This design comes from an exercise in tuning for small area, a short achievable clock period and few clock cycles on the open sky130 flow, not from production work.
Function was checked by simulation only, so behaviour that the tests miss may differ from the original.

JK:
Design mv_mul, start of the top module:
module mv_mul #(
    parameter SHAPE_M       = 2,
    parameter SHAPE_N       = 8,
    parameter ELEMENT_WIDTH = 9,
    parameter CTRL_C_WIDTH  = 16,
    parameter DEPTH_WARP    = 4
) (
    input  wire                              clk,
    input  wire                              rst_n,
    input  wire [SHAPE_M*SHAPE_N*ELEMENT_WIDTH-1:0]  a_i,
    input  wire [SHAPE_N*ELEMENT_WIDTH-1:0]  b_i,
    input  wire [2:0]                        rm_i,
    input  wire [7:0]                        ctrl_reg_idxw_i,
    input  wire [DEPTH_WARP-1:0]             ctrl_warpid_i,
    input  wire                              in_valid_i,
    output reg                               in_ready_o,
    output reg                               out_valid_o,
    input  wire                              out_ready_i,
    output reg  [SHAPE_M*ELEMENT_WIDTH-1:0]  result_o,
    output reg  [4:0]                        fflags_o
);
clock: 10.0 ns
lec_check: 0
abc_area: 1
cap_margin: 20
core_margin: 2
core_utilization: 65
setup_slack_margin: 3
slew_margin: 20
run.sh (not shown) runs the stock make flow with config.mk's settings and CLKGATE_MAP_FILE= SYNTH_SCRIPT=/design/flow/synth_recipe.tcl, a recipe that flattens the netlist after the stock synthesis.
Run status, JK: aborted in global routing, error GRT-0232
Testbench counts of JK, summed over its fixed seeds: cycles 22,536.
The inputs of MS differ from those of JK as listed below.
Settings: changing SETUP_SLACK_MARGIN from 3 to 4; changing CORE_UTILIZATION from 65 to 40.
==> flow/flow/run.sh (new file) <==
#!/bin/bash
# The standard layout (the standard.sh: floorplan, power grid, placement,
# CTS, routing) with two changes:
# - synthesis is the standard one (synth_recipe.tcl, same registers and names)
#   except for the combinational mapping: no full-adder extraction, no
#   Kogge-Stone adder map, and ABC script flow/map.abc (logic rewriting, then area-oriented mapping with upsizing)
#   (flow/my_synth.tcl);
# - the buffers that placement puts on every input and output port are the
#   plain sky130 buf_1 instead of the default clkdlybuf4s50 delay cell.
set -euo pipefail
W=$PWD
FLOW_SYNTH_TCL=$W/synth_recipe.tcl bash standard.sh \
  SYNTH_SCRIPT=$W/flow/my_synth.tcl ADDER_MAP_FILE= SYNTH_OPERATIONS_ARGS=-nofsm \
  'BUFFER_PORTS_ARGS=-buffer_cell sky130_fd_sc_hd__buf_1' finish > standard_flow.log 2>&1
==> flow/flow/map.abc (new file) <==
strash
dc2
balance
rewrite
refactor
balance
rewrite
rewrite -z
balance
refactor -z
rewrite -z
balance
dc2
balance
rewrite
refactor
balance
rewrite
rewrite -z
balance
refactor -z
rewrite -z
balance
dch -f
map -a {D}
topo
buffer
upsize {D}
dnsize {D}
==> flow/flow/my_synth.tcl (new file) <==
# Synthesis script for flow/run.sh: synth_recipe.tcl (the standard synthesis,
# named by FLOW_SYNTH_TCL) with the technology mapping done by flow/map.abc
# instead of ORFS's abc_area/abc_speed script. Registers are untouched: ABC
# only maps the combinational logic.
set map_script [file join [file dirname [file normalize [info script]]] map.abc]
proc abc {args} {
  set i [lsearch -exact $args -script]
  if {$i >= 0} { set args [lreplace $args $i [expr {$i + 1}]] }
  yosys abc -script $::map_script {*}$args
}
source $::env(FLOW_SYNTH_TCL)
==> flow/standard.sh (new file) <==
#!/bin/bash
# synth_recipe.tcl (not shown) runs the flow's synth.tcl, then flattens the netlist and writes it again
# the make line also repeats each setting of config.mk as NAME=value (left out here)
make -C /OpenROAD-flow-scripts/flow DESIGN_CONFIG=/design/flow/config.mk WORK_HOME=/design/flow/orfs CLKGATE_MAP_FILE= SYNTH_SCRIPT=/design/flow/synth_recipe.tcl "${@:-finish}"
removed: flow/run.sh
==> comparison <==
- [compare] base=JK new=MS: placer congestion estimate lower; width of the chip climbed 21%.
- Against JK, MS reports a area after synthesis that is lower.
- MS ran to completion and came out clean on the timing, DRC and antenna checks.
- Simple logic cell fraction of the synthesized area was lower in the run labelled MS.
- Synthesized-area fraction occupied by ao, oa, aoi and oai cells ended up 7.9 points higher on MS than on JK.
- [MS vs JK] setup fix buffers added after clock tree synthesis: higher in MS
- Looking at total cell area at the placement stage, MS sits 18% lower than JK does.
- Diff MS..JK | top-level port count | unchanged
Setup changes, MS to AL
Settings: SETUP_SLACK_MARGIN changed from 4 to 3.
--- a/flow/flow/run.sh
+++ b/flow/flow/run.sh
@@ -4,5 +4,5 @@
 # - synthesis is the standard one (synth_recipe.tcl, same registers and names)
 #   except for the combinational mapping: no full-adder extraction, no
-#   Kogge-Stone adder map, and ABC script flow/map.abc (logic rewriting, then area-oriented mapping with upsizing)
+#   Kogge-Stone adder map, and ABC script flow/map.abc (logic rewriting, then mapping with &nf and gate sizing)
 #   (flow/my_synth.tcl);
 # - the buffers that placement puts on every input and output port are the
--- a/flow/flow/map.abc
+++ b/flow/flow/map.abc
@@ -22,7 +22,8 @@
 rewrite -z
 balance
-dch -f
-map -a {D}
-topo
+&get -n
+&dch -f
+&nf -R 1000 {D}
+&put
 buffer
 upsize {D}
Findings:
- Cmp AL vs MS: count of instances resized after the clock tree is built lower in AL
- Taking MS as the reference, in AL post-layout instance area went down by 0.0011 mm²; routed via count divided by cell count has increased.
- In AL, the post-layout minimum cycle time came out 900 ps above the value in MS.
- Area after synthesis in AL vs MS: down about 3%
- From MS to AL the numbers moved as follows: setup slack fell 900 ps.
- Comparing MS with AL, the worst hold-check slack came out essentially unchanged.
Modified inputs, TR compared to AL
Settings: a change of SETUP_SLACK_MARGIN from 3 to 4.5.
--- a/flow/flow/run.sh
+++ b/flow/flow/run.sh
@@ -4,5 +4,5 @@
 # - synthesis is the standard one (synth_recipe.tcl, same registers and names)
 #   except for the combinational mapping: no full-adder extraction, no
-#   Kogge-Stone adder map, and ABC script flow/map.abc (logic rewriting, then mapping with &nf and gate sizing)
+#   Kogge-Stone adder map, and ABC script flow/map.abc (logic rewriting, then area-oriented mapping with upsizing)
 #   (flow/my_synth.tcl);
 # - the buffers that placement puts on every input and output port are the
--- a/flow/flow/map.abc
+++ b/flow/flow/map.abc
@@ -22,8 +22,7 @@
 rewrite -z
 balance
-&get -n
-&dch -f
-&nf -R 1000 {D}
-&put
+dch -f
+map -a {D}
+topo
 buffer
 upsize {D}
--- outcome ---
Max quantity of gates resized following cts across AL and TR: TR
Count of clock-buffer cells in the layout, AL and TR: larger value in AL
The following lists how PW was set up differently from TR:
Settings: SETUP_SLACK_MARGIN now 3, was 4.5.
==> flow/flow/run.sh <==
#!/bin/bash
# The standard layout (the standard.sh: standard synthesis, floorplan, power
# grid, placement, CTS, routing), with one change: the buffers that placement
# puts on every input and output port are the plain sky130 buf_1 instead of the
# tool's default pick (a clkdlybuf4s50 delay cell).
set -euo pipefail
bash standard.sh 'BUFFER_PORTS_ARGS=-buffer_cell sky130_fd_sc_hd__buf_1' finish > standard_flow.log 2>&1
removed: flow/flow/map.abc
removed: flow/flow/my_synth.tcl
Findings:
Looking at buffers plus inverters on the worst setup path, PW sits 7 below TR.
In PW, the via count came out about 14% below the value in TR.
PW vs. TR: number of enable-type register cells in the synthesized netlist neither gained nor lost much; total wire length decreased 7200 µm; multi-input gate share of the layout cell area grew by 4.9 points; maximum frequency fell 8.5 MHz; maximum number of pins on one net before global-route repair has increased.
Delta(via density per instance, PW - TR) < 0

---

lane 1:
Another version of the RTL of mv_mul (not shown whole).
Size: ~1300 cells after synthesis, ~260 I/O pins, ~8200 µm² of cells after synthesis.
==> flow/config.mk <==
export PLATFORM = sky130hd
export DESIGN_NAME = mv_mul
export DESIGN_NICKNAME = mv_mul
export VERILOG_FILES = /design/flow/design.v
export SDC_FILE = /design/flow/constraint.sdc
export NUM_CORES = 4
export LEC_CHECK = 0
export ABC_AREA = 1
export CAP_MARGIN = 20
export CORE_MARGIN = 2
export CORE_UTILIZATION = 40
export CTS_BUF_LIST = sky130_fd_sc_hd__clkbuf_4 sky130_fd_sc_hd__clkbuf_8
export SETUP_SLACK_MARGIN = 3
export SLEW_MARGIN = 20
==> flow/constraint.sdc <==
create_clock -name core_clock -period 10.0 [get_ports {clk}]
set_input_delay 2.0000 -clock core_clock [delete_from_list [all_inputs] [get_ports {clk}]]
set_output_delay 2.0000 -clock core_clock [all_outputs]
set_load 0.01 [all_outputs]
standard.sh (not shown) runs the stock make flow with config.mk's settings and CLKGATE_MAP_FILE= SYNTH_SCRIPT=/design/flow/synth_recipe.tcl, a recipe that flattens the netlist after the stock synthesis.
==> flow/flow/run.sh <==
#!/bin/bash
# The standard layout (the standard.sh: floorplan, power grid, placement,
# CTS, routing) with two changes:
# - synthesis is the standard one (synth_recipe.tcl, same registers and names)
#   except for the combinational mapping: no full-adder extraction, no
#   Kogge-Stone adder map, and ABC script flow/map.abc (logic rewriting, then area-oriented mapping with upsizing)
#   (flow/my_synth.tcl);
# - the buffers that placement puts on every input and output port are the
#   plain sky130 buf_1 instead of the default clkdlybuf4s50 delay cell.
set -euo pipefail
W=$PWD
FLOW_SYNTH_TCL=$W/synth_recipe.tcl bash standard.sh \
  SYNTH_SCRIPT=$W/flow/my_synth.tcl ADDER_MAP_FILE= SYNTH_OPERATIONS_ARGS=-nofsm \
  'BUFFER_PORTS_ARGS=-buffer_cell sky130_fd_sc_hd__buf_1' finish > standard_flow.log 2>&1
==> flow/flow/map.abc <==
strash
dc2
balance
rewrite
refactor
balance
rewrite
rewrite -z
balance
refactor -z
rewrite -z
balance
dc2
balance
rewrite
refactor
balance
rewrite
rewrite -z
balance
refactor -z
rewrite -z
balance
dch -f
map -a {D}
topo
buffer
upsize {D}
dnsize {D}
==> flow/flow/my_synth.tcl <==
# Synthesis script for flow/run.sh: synth_recipe.tcl (the standard synthesis,
# named by FLOW_SYNTH_TCL) with the technology mapping done by flow/map.abc
# instead of ORFS's abc_area/abc_speed script. Registers are untouched: ABC
# only maps the combinational logic.
set map_script [file join [file dirname [file normalize [info script]]] map.abc]
proc abc {args} {
  set i [lsearch -exact $args -script]
  if {$i >= 0} { set args [lreplace $args $i [expr {$i + 1}]] }
  yosys abc -script $::map_script {*}$args
}
source $::env(FLOW_SYNTH_TCL)
Testbench counts of lane 1, summed over its fixed seeds: cycles 22,536.
Setup changes, lane 1 to lane 2
- a change of SETUP_SLACK_MARGIN from 3 to 3.25
--- outcome ---
Summary of lane 2 over lane 1: remaining max-slew budget at the tightest pin increased 0.53 points, minimum period implied by the final worst setup slack lower, final setup slack of the worst path increased by 0.18 ns relative to the old numbers, multi-input logic area grew by about 0.9%.
Lane 2 vs lane 1, cell area went up by about 0.64%.
~same non-filler instance count after layout in lane 2 and lane 1
For lane 2, the standard cell with the maximum stage delay on the critical path was a211oi_1, unlike lane 1, where it was dfrtp_2.
#### Input delta (lane 3 over lane 2)
- SETUP_SLACK_MARGIN: 3.25 -> 3
- CORE_UTILIZATION: 40 -> 45
Notes after the runs:
Summary: with lane 2 as the reference, fill cell total of the finished layout in lane 3 moved down by more than 10%. The run showing the greater transition time of the tightest slew-check pin is lane 3. Between lane 2 and lane 3, the sequential share of layout area is higher for lane 3. Summary of lane 3 over lane 2: maximum fanout along the worst path now sits higher, die span in y saw a decrease, starting DRC count in detailed routing went up by 4.5%.

-- port drivers added, routing unchanged --
How much do the figures lean on ideal ports? The routed layouts below were timed once more, with nothing changed but the port constraints. Step 1 (the two cells are an assumption about what drives the block):
set clk [get_ports {clk}]
set_driving_cell -lib_cell sky130_fd_sc_hd__clkbuf_16 $clk
set_driving_cell -lib_cell sky130_fd_sc_hd__buf_2 [delete_from_list [all_inputs] $clk]
Step 2 moves the port delays by t, midway between the first and last clock arrival at a register: inputs arrive t later, outputs are due t later. That takes back most of the time a late clock gives input paths. Three values: ideal, step 1, step 2; two values: the first two.
| run | t (ns) | setup slack, ns | worst setup path after step 2 | cell pins on the clock port's net |
|---|---|---|---|---|
| MS | 0.376 | 4.114 / 4.114 / 4.019 | input to register | 1 |
| AL | 0.371 | 3.213 / 3.213 / 3.202 | input to register | 1 |
| TR | 0.367 | 3.742 / 3.742 / 3.742 | register to register | 1 |
| PW | 0.362 | 3.389 / 3.389 / 3.321 | input to register | 1 |
| lane 1 | 0.378 | 3.672 / 3.672 / 3.513 | input to register | 1 |
| lane 2 | 0.379 | 3.851 / 3.863 / 3.484 | input to register | 1 |
| lane 3 | 0.366 | 3.699 / 3.699 / 3.402 | input to register | 1 |
After both steps setup and hold are still met in every run listed. The setup slack of lane 2, which loses most, moves by +0.012 ns with the drivers and by -0.367 ns with both steps.
